What follows belongs to an exercise in optimizing a design on an open flow for small area; a production flow would make more cautious choices.
In this exercise RTL edits were held to simulation tests only and were not proved equivalent to the original.
No activity file was given, so power comes from the tool's default toggle rates.

==> design.v <==
module aib_bert_chk #(
parameter [0:0] BERT_BUF_MODE_EN = 1   
)
(
input            clk,                   
input            rstn,                  
input            rx_rst_pulse,          
input            rx_start_pulse,        
input            seed_in_en,            
input      [1:0] rx_sft_nb,             
input      [7:0] rx_bert_data_in,       
input      [2:0] rx_ptrn_sel,           
output reg [127:0] rx_bert_data_ff,     
output reg         rbert_running_ff,    
output reg [15:0]  rbert_biterr_cnt_ff  
);
localparam [1:0] NBIT1 = 2'b00;
localparam [1:0] NBIT2 = 2'b01;
localparam [1:0] NBIT4 = 2'b10;
localparam [1:0] NBIT8 = 2'b11;
localparam [2:0] PRBS7   = 3'b000;
localparam [2:0] PRBS15  = 3'b001;
localparam [2:0] PRBS23  = 3'b010;
localparam [2:0] PRBS31  = 3'b011;
localparam [2:0] PTRN127 = 3'b100;
localparam [2:0] PTRN128 = 3'b101;
integer i;
reg  [127:0] lfsr_buf_ff;
reg  [127:0] seed_data_in;
reg  [  7:0] top_next;       
reg  [  7:0] bit_err;
reg  [  3:0] rxbert_inc_val;
wire [7:0] d = rx_bert_data_in;
wire [127:0] L = lfsr_buf_ff;
wire en  = rbert_running_ff | rx_start_pulse;   
wire rst = rx_rst_pulse;
always @(posedge clk or negedge rstn)
  if(!rstn)             rbert_running_ff <= 1'b0;
  else if(rst)          rbert_running_ff <= 1'b0;
  else if(rx_start_pulse) rbert_running_ff <= 1'b1;
always @(*)
  case(rx_sft_nb)
    NBIT1: seed_data_in = {d[0],   L[127:1]};
    NBIT2: seed_data_in = {d[1:0], L[127:2]};
    NBIT4: seed_data_in = {d[3:0], L[127:4]};
    default: seed_data_in = {d[7:0], L[127:8]};
  endcase
wire [7:0]  p7_1  = {L[121]^L[122], L[127:121]};
wire [7:0]  p7_2  = {p7_1[1]^p7_1[2], p7_1[7:1]};
wire [7:0]  p7_3  = {p7_2[1]^p7_2[2], p7_2[7:1]};
wire [7:0]  p7_4  = {p7_3[1]^p7_3[2], p7_3[7:1]};
wire [7:0]  p7_5  = {p7_4[1]^p7_4[2], p7_4[7:1]};
wire [7:0]  p7_6  = {p7_5[1]^p7_5[2], p7_5[7:1]};
wire [7:0]  p7_7  = {p7_6[1]^p7_6[2], p7_6[7:1]};
wire [7:0]  p7_8  = {p7_7[1]^p7_7[2], p7_7[7:1]};
wire [14:0] p15_1 = {L[113]^L[114], L[127:114]};
wire [14:0] p15_2 = {p15_1[0]^p15_1[1], p15_1[14:1]};
wire [14:0] p15_3 = {p15_2[0]^p15_2[1], p15_2[14:1]};
wire [14:0] p15_4 = {p15_3[0]^p15_3[1], p15_3[14:1]};
wire [14:0] p15_5 = {p15_4[0]^p15_4[1], p15_4[14:1]};
wire [14:0] p15_6 = {p15_5[0]^p15_5[1], p15_5[14:1]};
wire [14:0] p15_7 = {p15_6[0]^p15_6[1], p15_6[14:1]};
wire [14:0] p15_8 = {p15_7[0]^p15_7[1], p15_7[14:1]};
wire [22:0] p23_1 = {L[105]^L[110], L[127:106]};
wire [22:0] p23_2 = {p23_1[0]^p23_1[5], p23_1[22:1]};
wire [22:0] p23_3 = {p23_2[0]^p23_2[5], p23_2[22:1]};
wire [22:0] p23_4 = {p23_3[0]^p23_3[5], p23_3[22:1]};
wire [22:0] p23_5 = {p23_4[0]^p23_4[5], p23_4[22:1]};
wire [22:0] p23_6 = {p23_5[0]^p23_5[5], p23_5[22:1]};
wire [22:0] p23_7 = {p23_6[0]^p23_6[5], p23_6[22:1]};
wire [22:0] p23_8 = {p23_7[0]^p23_7[5], p23_7[22:1]};
wire [30:0] p31_1 = {L[97]^L[100], L[127:98]};
wire [30:0] p31_2 = {p31_1[0]^p31_1[3], p31_1[30:1]};
wire [30:0] p31_3 = {p31_2[0]^p31_2[3], p31_2[30:1]};
wire [30:0] p31_4 = {p31_3[0]^p31_3[3], p31_3[30:1]};
wire [30:0] p31_5 = {p31_4[0]^p31_4[3], p31_4[30:1]};
wire [30:0] p31_6 = {p31_5[0]^p31_5[3], p31_5[30:1]};
wire [30:0] p31_7 = {p31_6[0]^p31_6[3], p31_6[30:1]};
wire [30:0] p31_8 = {p31_7[0]^p31_7[3], p31_7[30:1]};
wire [7:0] r127_1 = {L[1],     L[127:121]};
wire [7:0] r127_2 = {L[2:1],   L[127:122]};
wire [7:0] r127_4 = {L[4:1],   L[127:124]};
wire [7:0] r127_8 = L[8:1];
wire [7:0] r128_1 = {L[0],     L[127:121]};
wire [7:0] r128_2 = {L[1:0],   L[127:122]};
wire [7:0] r128_4 = {L[3:0],   L[127:124]};
wire [7:0] r128_8 = L[7:0];
always @(*)
  begin
    top_next = L[127:120];
    case(rx_ptrn_sel)
      PRBS7:
        case(rx_sft_nb)
          NBIT1: top_next = p7_1;
          NBIT2: top_next = p7_2;
          NBIT4: top_next = p7_4;
          default: top_next = p7_8;
        endcase
      PRBS15:
        case(rx_sft_nb)
          NBIT1: top_next = p15_1[14:7];
          NBIT2: top_next = p15_2[14:7];
          NBIT4: top_next = p15_4[14:7];
          default: top_next = p15_8[14:7];
        endcase
      PRBS23:
        case(rx_sft_nb)
          NBIT1: top_next = p23_1[22:15];
          NBIT2: top_next = p23_2[22:15];
          NBIT4: top_next = p23_4[22:15];
          default: top_next = p23_8[22:15];
        endcase
      PRBS31:
        case(rx_sft_nb)
          NBIT1: top_next = p31_1[30:23];
          NBIT2: top_next = p31_2[30:23];
          NBIT4: top_next = p31_4[30:23];
          default: top_next = p31_8[30:23];
        endcase
      PTRN127:
        case(rx_sft_nb)
          NBIT1: top_next = r127_1;
          NBIT2: top_next = r127_2;
          NBIT4: top_next = r127_4;
          default: top_next = r127_8;
        endcase
      PTRN128:
        case(rx_sft_nb)
          NBIT1: top_next = r128_1;
          NBIT2: top_next = r128_2;
          NBIT4: top_next = r128_4;
          default: top_next = r128_8;
        endcase
      default: top_next = L[127:120];
    endcase
  end
wire sh0   = (rx_ptrn_sel == PTRN128);
wire sh1   = (rx_ptrn_sel == PTRN127) | sh0;
wire sh97  = (rx_ptrn_sel == PRBS31)  | sh1;
wire sh105 = (rx_ptrn_sel == PRBS23)  | sh97;
wire sh113 = (rx_ptrn_sel == PRBS15)  | sh105;
wire seed_ld = ~en & seed_in_en;
wire ld0   = (en & sh0)   | seed_ld;
wire ld1   = (en & sh1)   | seed_ld;
wire ld97  = (en & sh97)  | seed_ld;
wire ld105 = (en & sh105) | seed_ld;
wire ld113 = (en & sh113) | seed_ld;
wire [4:0] f1 = {ld113, ld105, ld97, ld1, ld0} & {5{~rst}};
wire [4:0] f0 = ~{ld113, ld105, ld97, ld1, ld0} & {5{~rst}};
wire e1 = en & ~rst;
wire e0 = ~en & ~rst;
wire [119:0] lo_lfsr_d;
wire [119:0] lo_rx_d;
genvar g;
generate
  for(g=0;g<120;g=g+1)
    begin: g_bit
      localparam integer GRP = (g == 0) ? 0 : (g < 97) ? 1 : (g < 105) ? 2 :
                               (g < 113) ? 3 : 4;
      aib_bert_bit #(.MASK ((g > 96) | BERT_BUF_MODE_EN)) u_bit (
        .l1 (L[g+1]), .l2 (L[g+2]), .l4 (L[g+4]), .l8 (L[g+8]),
        .lq (L[g]), .xq (rx_bert_data_ff[g]), .k (rx_sft_nb),
        .e1 (e1), .e0 (e0), .f1 (f1[GRP]), .f0 (f0[GRP]),
        .xd (lo_rx_d[g]), .ld (lo_lfsr_d[g]));
    end
endgenerate
always @(posedge clk or negedge rstn)
  if(!rstn)
    lfsr_buf_ff <= 128'h0;
  else
    begin
      lfsr_buf_ff[119:0]   <= lo_lfsr_d;
      lfsr_buf_ff[127:120] <= rst ? 8'h0 :
                              en  ? top_next :
                              seed_in_en ? seed_data_in[127:120] :
                              lfsr_buf_ff[127:120];
    end
always @(posedge clk or negedge rstn)
  if(!rstn)
    rx_bert_data_ff <= 128'h0;
  else
    begin
      rx_bert_data_ff[119:0]   <= lo_rx_d;
      rx_bert_data_ff[127:120] <= rst ? 8'h0 :
                                  en  ? seed_data_in[127:120] :
                                  rx_bert_data_ff[127:120];
    end
always @(*)
  begin
    bit_err = 8'h0;
    if(rbert_running_ff)
      case(rx_sft_nb)
        NBIT1: bit_err[0]   = L[127]     ^ rx_bert_data_ff[127];
        NBIT2: bit_err[1:0] = L[127:126] ^ rx_bert_data_ff[127:126];
        NBIT4: bit_err[3:0] = L[127:124] ^ rx_bert_data_ff[127:124];
        default: bit_err[7:0] = L[127:120] ^ rx_bert_data_ff[127:120];
      endcase
  end
always @(*)
  begin
    rxbert_inc_val = 4'h0;
    for(i=0;i<8;i=i+1)
      rxbert_inc_val = rxbert_inc_val + {3'h0,bit_err[i]};
  end
wire [16:0] err_sum = {1'b0,rbert_biterr_cnt_ff} + {13'h0,rxbert_inc_val};
always @(posedge clk or negedge rstn)
  if(!rstn)
    rbert_biterr_cnt_ff <= 16'h0;
  else if(rst)
    rbert_biterr_cnt_ff <= 16'h0;
  else if(rbert_running_ff)
    rbert_biterr_cnt_ff <= err_sum[16] ? 16'hffff : err_sum[15:0];
endmodule  
module aib_bert_bit #(parameter [0:0] MASK = 1) (
input       l1, l2, l4, l8,    
input       lq, xq,            
input [1:0] k,                 
input       e1, e0,            
input       f1, f0,            
output      xd, ld
);
reg s;
always @(*)
  case(k)
    2'b00: s = l1;
    2'b01: s = l2;
    2'b10: s = l4;
    default: s = l8;
  endcase
assign xd = (s & e1) | (xq & e0);
assign ld = (s & MASK & f1) | (lq & f0);
endmodule
module aib_rx_bert #(
parameter [0:0] BERT_BUF_MODE_EN = 1   
)
(
input         clk,
input         rstn,
input [  3:0] rx_rst_pulse,
input [  3:0] rx_start_pulse,
input [  3:0] seed_in_en,
input [  5:0] chk3_lane_sel_ff,
input [  5:0] chk2_lane_sel_ff,
input [  5:0] chk1_lane_sel_ff,
input [  5:0] chk0_lane_sel_ff,
input [  2:0] chk3_ptrn_sel_ff,
input [  2:0] chk2_ptrn_sel_ff,
input [  2:0] chk1_ptrn_sel_ff,
input [  2:0] chk0_ptrn_sel_ff,
input [319:0] rx_bert_data_i,
input         sdr_mode,
input   [1:0] r_fifo_mode,
input         m_gen2_mode,
output reg [ 48:0] rbert_bit_cnt_ff,
output     [ 15:0] biterr_cnt_chk3,
output     [ 15:0] biterr_cnt_chk2,
output     [ 15:0] biterr_cnt_chk1,
output     [ 15:0] biterr_cnt_chk0,
output     [127:0] rx_bert3_data,
output     [127:0] rx_bert2_data,
output     [127:0] rx_bert1_data,
output     [127:0] rx_bert0_data,
output     [  3:0] rbert_running_ff
);
integer i;
reg [1:0] rx_sft_nb;
always @(*)
  case(r_fifo_mode)
    2'b01:   rx_sft_nb = sdr_mode ? 2'b01 : 2'b10;
    2'b10:   rx_sft_nb = sdr_mode ? 2'b10 : 2'b11;
    default: rx_sft_nb = sdr_mode ? 2'b00 : 2'b01;
  endcase
reg [319:0] lanes;
always @(*)
  for(i=0;i<40;i=i+1)
    begin
      lanes[8*i+0] = rx_bert_data_i[2*i];
      lanes[8*i+1] = (!m_gen2_mode && i<20 && sdr_mode)  ? rx_bert_data_i[2*i+40] :
                                                           rx_bert_data_i[2*i+1];
      lanes[8*i+2] = (!m_gen2_mode && i<20 && !sdr_mode) ? rx_bert_data_i[2*i+40] :
                                                           rx_bert_data_i[2*i+80];
      lanes[8*i+3] = (!m_gen2_mode && i<20 && !sdr_mode) ? rx_bert_data_i[2*i+41] :
                                                           rx_bert_data_i[2*i+81];
      lanes[8*i+4] = rx_bert_data_i[2*i+160];
      lanes[8*i+5] = rx_bert_data_i[2*i+161];
      lanes[8*i+6] = rx_bert_data_i[2*i+240];
      lanes[8*i+7] = rx_bert_data_i[2*i+241];
    end
wire [39:0] oh0, oh1, oh2, oh3;
aib_lane_dec u_dec0 (.sel (chk0_lane_sel_ff), .oh (oh0));
aib_lane_dec u_dec1 (.sel (chk1_lane_sel_ff), .oh (oh1));
aib_lane_dec u_dec2 (.sel (chk2_lane_sel_ff), .oh (oh2));
aib_lane_dec u_dec3 (.sel (chk3_lane_sel_ff), .oh (oh3));
reg [319:0] lanes_t;
always @(*)
  for(i=0;i<320;i=i+1)
    lanes_t[40*(i%8)+(i/8)] = lanes[i];
wire [7:0] pick0, pick1, pick2, pick3;
genvar g;
generate
  for(g=0;g<8;g=g+1)
    begin: g_pick
      aib_lane_pick u_p0 (.d (lanes_t[40*g +: 40]), .oh (oh0), .y (pick0[g]));
      aib_lane_pick u_p1 (.d (lanes_t[40*g +: 40]), .oh (oh1), .y (pick1[g]));
      aib_lane_pick u_p2 (.d (lanes_t[40*g +: 40]), .oh (oh2), .y (pick2[g]));
      aib_lane_pick u_p3 (.d (lanes_t[40*g +: 40]), .oh (oh3), .y (pick3[g]));
    end
endgenerate
reg [7:0] rx_bert_data_chk0_ff;
reg [7:0] rx_bert_data_chk1_ff;
reg [7:0] rx_bert_data_chk2_ff;
reg [7:0] rx_bert_data_chk3_ff;
always @(posedge clk or negedge rstn)
  if(!rstn)
    begin
      rx_bert_data_chk0_ff <= 8'h0;
      rx_bert_data_chk1_ff <= 8'h0;
      rx_bert_data_chk2_ff <= 8'h0;
      rx_bert_data_chk3_ff <= 8'h0;
    end
  else
    begin
      rx_bert_data_chk0_ff <= pick0;
      rx_bert_data_chk1_ff <= pick1;
      rx_bert_data_chk2_ff <= pick2;
      rx_bert_data_chk3_ff <= pick3;
    end
wire [3:0] cnt_inc = 4'd1 << rx_sft_nb;
always @(posedge clk or negedge rstn)
  if(!rstn)
    rbert_bit_cnt_ff <= 49'h0;
  else if(rx_rst_pulse != 4'h0)
    rbert_bit_cnt_ff <= 49'h0;
  else if(rbert_running_ff != 4'h0)
    rbert_bit_cnt_ff <= rbert_bit_cnt_ff + {45'h0, cnt_inc};
aib_bert_chk #(.BERT_BUF_MODE_EN (BERT_BUF_MODE_EN))
aib_bert_chk0(
.clk             (clk),
.rstn            (rstn),
.rx_rst_pulse    (rx_rst_pulse[0]),
.rx_start_pulse  (rx_start_pulse[0]),
.seed_in_en      (seed_in_en[0]),
.rx_sft_nb       (rx_sft_nb),
.rx_bert_data_in (rx_bert_data_chk0_ff),
.rx_ptrn_sel     (chk0_ptrn_sel_ff),
.rx_bert_data_ff     (rx_bert0_data),
.rbert_running_ff    (rbert_running_ff[0]),
.rbert_biterr_cnt_ff (biterr_cnt_chk0)
);
aib_bert_chk #(.BERT_BUF_MODE_EN (BERT_BUF_MODE_EN))
aib_bert_chk1(
.clk             (clk),
.rstn            (rstn),
.rx_rst_pulse    (rx_rst_pulse[1]),
.rx_start_pulse  (rx_start_pulse[1]),
.seed_in_en      (seed_in_en[1]),
.rx_sft_nb       (rx_sft_nb),
.rx_bert_data_in (rx_bert_data_chk1_ff),
.rx_ptrn_sel     (chk1_ptrn_sel_ff),
.rx_bert_data_ff     (rx_bert1_data),
.rbert_running_ff    (rbert_running_ff[1]),
.rbert_biterr_cnt_ff (biterr_cnt_chk1)
);
aib_bert_chk #(.BERT_BUF_MODE_EN (BERT_BUF_MODE_EN))
aib_bert_chk2(
.clk             (clk),
.rstn            (rstn),
.rx_rst_pulse    (rx_rst_pulse[2]),
.rx_start_pulse  (rx_start_pulse[2]),
.seed_in_en      (seed_in_en[2]),
.rx_sft_nb       (rx_sft_nb),
.rx_bert_data_in (rx_bert_data_chk2_ff),
.rx_ptrn_sel     (chk2_ptrn_sel_ff),
.rx_bert_data_ff     (rx_bert2_data),
.rbert_running_ff    (rbert_running_ff[2]),
.rbert_biterr_cnt_ff (biterr_cnt_chk2)
);
aib_bert_chk #(.BERT_BUF_MODE_EN (BERT_BUF_MODE_EN))
aib_bert_chk3(
.clk             (clk),
.rstn            (rstn),
.rx_rst_pulse    (rx_rst_pulse[3]),
.rx_start_pulse  (rx_start_pulse[3]),
.seed_in_en      (seed_in_en[3]),
.rx_sft_nb       (rx_sft_nb),
.rx_bert_data_in (rx_bert_data_chk3_ff),
.rx_ptrn_sel     (chk3_ptrn_sel_ff),
.rx_bert_data_ff     (rx_bert3_data),
.rbert_running_ff    (rbert_running_ff[3]),
.rbert_biterr_cnt_ff (biterr_cnt_chk3)
);
endmodule  
module aib_lane_dec (
input  [5:0]  sel,
output [39:0] oh
);
genvar g;
generate
  for(g=0;g<40;g=g+1)
    begin: g_oh
      assign oh[g] = (sel == g);
    end
endgenerate
endmodule
module aib_lane_pick (
input  [39:0] d,
input  [39:0] oh,
output        y
);
assign y = |(d & oh);
endmodule
==> run.sh <==
#!/bin/bash
# synth_recipe.tcl (not shown) runs the flow's synth.tcl, then flattens the netlist and writes it again
# the make line also repeats each setting of config.mk as NAME=value (left out here)
make -C /OpenROAD-flow-scripts/flow DESIGN_CONFIG=/design/flow/config.mk WORK_HOME=/design/flow/orfs CLKGATE_MAP_FILE= SYNTH_SCRIPT=/design/flow/synth_recipe.tcl finish
==> constraint.sdc <==
create_clock -name core_clock -period 7.5 [get_ports {clk}]
set_input_delay 1.5000 -clock core_clock [delete_from_list [all_inputs] [get_ports {clk}]]
set_output_delay 1.5000 -clock core_clock [all_outputs]
set_load 0.01 [all_outputs]
==> config.mk <==
export PLATFORM = sky130hd
export DESIGN_NAME = aib_rx_bert
export DESIGN_NICKNAME = aib_rx_bert
export VERILOG_FILES = /design/flow/design.v
export SDC_FILE = /design/flow/constraint.sdc
export NUM_CORES = 4
export LEC_CHECK = 0
export CAP_MARGIN = 20
export CORE_MARGIN = 2
export CORE_UTILIZATION = 40
export SLEW_MARGIN = 20
export SYNTH_HIERARCHICAL = 1
export SYNTH_MINIMUM_KEEP_SIZE = 0
==> impl_metrics.json <==
{
  "finalCritPeriodShare_pct": 85.75,
  "cts.reportedPaths.clkPinSlew_ps": 60,
  "ctsRootBufferMaster": "clkbuf_16",
  "relSlewSlack_pct": 13.72,
  "drtPass1Iterations": 7,
  "grt_usage_pct": 34.53,
  "ys_ff_latch": 1173,
  "cellPowerDensity_nw_per_um2": 179.2,
  "async_reset_ff_share_pct": 100.0,
  "die_w_um": 422.0,
  "core_um2": 173800,
  "wire_per_inst_um": 34.24,
  "post_cts_buffers": 0,
  "synth_edf_count": 0,
  "crit_arrival_ps": 7120,
  "cts_tree": "yes",
  "setup_viol": 0,
  "synth_cell_types": 86,
  "gp_congestion": 1.036,
  "skew_ps": 48.58,
  "setup_tns_ps": 0,
  "h-tree-depth": 4,
  "whs_ps": 503.9,
  "synthToLayoutAreaGrowth_pct": 25.85,
  "place.port_buffers": 1002,
  "fill_cells": 15530,
  "synth.avg_cell_area_um2": 12.39,
  "ys_seq_area_share_pct": 41.99,
  "worst_hold_path_type": "reg -> reg",
  "clock_path_buffers": 3,
  "dp_slack_ps": 322.9,
  "fp-row-count": 153,
  "grt_pass1_vias": 61970,
  "grt_max_degree": 165,
  "grt_remaining_overflow": 0,
  "grt_pass1_wl_mm": 455.7,
  "critPathLaunchType": "input pin",
  "antenna_left": 0,
  "drv_slew": 0,
  "fin_nets": 7147,
  "numCtsBuffers": 136,
  "status": "finished clean",
  "rsz0062_at_grt": "false",
  "wirelength_mm": 315.0,
  "grt_antenna_before_repair": 76,
  "synth-main-ff-cell": "dfrtp_1",
  "post_cts_resize_count": 0,
  "critPathKind": "in -> reg",
  "p_leak_nw": 34.95,
  "yosys_warnings": 9,
  "period_needed_ps": 6432,
  "vias": 62930,
  "die_h_um": 422.0,
  "tightest_slew_ps": 1289,
  "cts_sinks": 1173,
  "path_max_fanout": 12,
  "setup_slack_ps": 1068,
  "synthesis.area_um2": 69900,
  "cp.required_ps": 8190,
  "ios": 1003,
  "hpwl_mm": 231.8,
  "syn-instance-count": 5641,
  "post-route-drc-count": 0,
  "syn-num-nets": 6067,
  "drive_gt1_share_pct": 16.42,
  "maxCapViolations": 0,
  "fin_total_pwr_w": 0.01576,
  "drtIter0Drc": 8115,
  "via_per_inst": 6.842,
  "dieArea_um2": 178100,
  "initial_core_util_pct": 40.21,
  "finalHoldViolCount": 0,
  "postCtsHoldBufs": 0,
  "end_kind": "flip-flop",
  "ir_drop_mv": 0.1930,
  "max_freq_ghz": 0.1555,
  "clock_latency_ps": 780
}
[critical path, stage by stage]
cell	delay, ps
clkdlybuf4s50_1	590
inv_6	50
ha_4	320
nor2_1	70
o22ai_4	390
buf_4	300
mux4_2	330
and2_4	180
fa_1	520
inv_1	50
fa_1	490
inv_1	50
fa_1	490
inv_2	40
fa_2	370
inv_2	70
fa_2	210
a21o_1	110
a21o_1	280
and3_2	300
o21ai_1	90
a221oi_2	310
[per-module statistics from Yosys (local to each module, per instance), a selection]
| module | flops+latches | cell area [µm²] | cells | times used |
|---|---|---|---|---|
| aib_lane_dec | 0 | 285.3 | 57 | 4 |
| aib_lane_pick | 0 | 195.2 | 26 | 32 |
| aib_rx_bert | 81 | 4409 | 421 | 1 |
[cells by family after synthesis]
family	after synthesis	share of synthesized area, %
AOI/OAI and AO/OA	2141	24.84
xor gates and xnor gates	195	2.443
adders and majority gates	52	1.156
buffers and inverters	247	1.759
DFF	1173	41.99
muxes	648	18.87
and+or+nand+nor	1185	8.946
[routing by layer]
layer  vias to the layer above  part of all wire [%]  global-route usage (%)
met4                        24                   9.1                   26.19
met3                       876                   7.7                   6.944
met2                      3704                    46                   53.86
met1                     32360                    37                   42.32
li1                      25970                     -                       -
met5                         -                 0.046                       0
[power by group]
group          internal, W  switching, W  leakage (nW)  total (W)
registers          0.00641      0.000177          16.3    0.00659
clock network      0.00393       0.00285          2.23    0.00678
logic             0.000875       0.00151          16.4    0.00239
[through the flow]
stage	instances	utilization (%)	area, µm²
after global placement	8907	47.90	83260
after global routing	9188	50.60	87950
after CTS	9144	50.51	87800
after floorplan	5641	-	70250
after detailed placement	8907	47.90	83260
final	9198	50.61	87970
[synthesized netlist by cell type, drive strengths merged, types with 44 or more instances]
cell,n,area [µm²]
dfrtp,1173,29350
a22o,996,8723
a22oi,600,4664
mux4,528,11890
nor2,433,1625
nand4,192,1222
nand2,141,539.3
a21oi,114,585.6
xor2,111,972.2
buf,91,619.3
xnor2,84,735.7
a211oi,82,675.6
clkbuf,81,324.1
o21ai,79,395.4
mux2,76,855.8
inv,74,277.8
nor3,70,370.4
a221oi,60,625.6
nand3,52,300.3
nor2b,48,300.3
nor4,47,375.4
mux2i,44,440.4
[layout by cell type, fill, tap and decap left out, types with 21 or more instances in the layout]
cell,count
clkdlybuf4s50_1,997
clkbuf_16,142
inv_1,60
nor2b_1,48
buf_4,95
nand2b_1,27
mux4_2,528
a22oi_1,568
a311oi_1,32
a22oi_2,32
a221oi_1,44
clkbuf_1,25
xnor2_1,84
a211oi_1,69
nor2_1,426
mux2i_1,44
diode_2,53
o21ai_0,45
dfrtp_1,1171
nand2_1,136
and3_1,28
xor2_1,111
a31oi_1,24
mux2_2,76
clkbuf_8,24
nand4_1,190
nor3_1,58
ha_1,29
clkinv_2,21
a21oi_1,107
nor4_1,39
a22o_1,996
nand3_1,42
o21ai_1,30
[path summary, 6_finish.rpt]
check                                                   from                              endpoint  slack, ps  cells past startpoint
setup / recovery                              r_fifo_mode[0]  aib_bert_chk0.rbert_biterr_cnt_ff[5]       1070                     22
max in group asynchronous                               rstn     aib_bert_chk0.rx_bert_data_ff[90]       5300                      2
min in group asynchronous                               rstn         aib_bert_chk1.lfsr_buf_ff[65]        700                      1
setup reg to reg              aib_bert_chk0.lfsr_buf_ff[127]  aib_bert_chk0.rbert_biterr_cnt_ff[5]       2290                     17
hold / removal             aib_bert_chk3.rx_bert_data_ff[53]     aib_bert_chk3.rx_bert_data_ff[53]        500                      1
hold reg to reg            aib_bert_chk3.rx_bert_data_ff[53]     aib_bert_chk3.rx_bert_data_ff[53]        500                      1
[state kept, by name, indices dropped and copies added, names as in the netlist]
signal,flops
aib_bert_chk0.lfsr_buf_ff,128
aib_bert_chk0.rx_bert_data_ff,128
aib_bert_chk1.lfsr_buf_ff,128
aib_bert_chk1.rx_bert_data_ff,128
aib_bert_chk2.lfsr_buf_ff,128
aib_bert_chk2.rx_bert_data_ff,128
aib_bert_chk3.lfsr_buf_ff,128
aib_bert_chk3.rx_bert_data_ff,128
rbert_bit_cnt_ff,49
aib_bert_chk0.rbert_biterr_cnt_ff,16
aib_bert_chk1.rbert_biterr_cnt_ff,16
aib_bert_chk2.rbert_biterr_cnt_ff,16
aib_bert_chk3.rbert_biterr_cnt_ff,16
rx_bert_data_chk0_ff,8
rx_bert_data_chk1_ff,8
rx_bert_data_chk2_ff,8
rx_bert_data_chk3_ff,8
aib_bert_chk0.rbert_running_ff,1
aib_bert_chk1.rbert_running_ff,1
aib_bert_chk2.rbert_running_ff,1
aib_bert_chk3.rbert_running_ff,1
[cell type report]
| type | instances | area (µm²) | area share [%] |
|---|---|---|---|
| Sequential cell | 1173 | 29360 | 33.37 |
| Inverter | 74 | 282.8 | 0.3214 |
| Antenna cell | 53 | 132.6 | 0.1508 |
| Clock inverter | 46 | 553.0 | 0.6286 |
| Timing Repair Buffer | 1115 | 11090 | 12.61 |
| Clock buffer | 191 | 3978 | 4.521 |
| Multi-Input combinational cell | 4221 | 39670 | 45.09 |
| Tap cell | 2325 | 2909 | 3.307 |

[what the ideal ports hide]
No port has a modelled driver above. Below, the same layout with a new extraction and two added sets of constraints.
Step 1, drivers: a clkbuf_16 drives clk and a buf_2 each remaining input, both assumed.
Step 2, shift: input delay + t, output delay - t, t = (earliest + latest rising clock arrival at the registers) / 2. This alone moves slack from input paths to output paths.
Slacks: ideal ports / drivers / drivers and shift; pairs: ideal ports / drivers.
t, ns: 0.849
slack for setup (ns): 1.068 / 1.107 / 0.258
worst setup path after step 2: input to register
worst register clock-pin slew, ns: 0.07 / 0.07
worst data-port slew with drivers (ns): 0.28
After both steps setup and hold are still met in this run. The setup slack of this run moves by +0.039 ns with the drivers and by -0.810 ns with both steps.
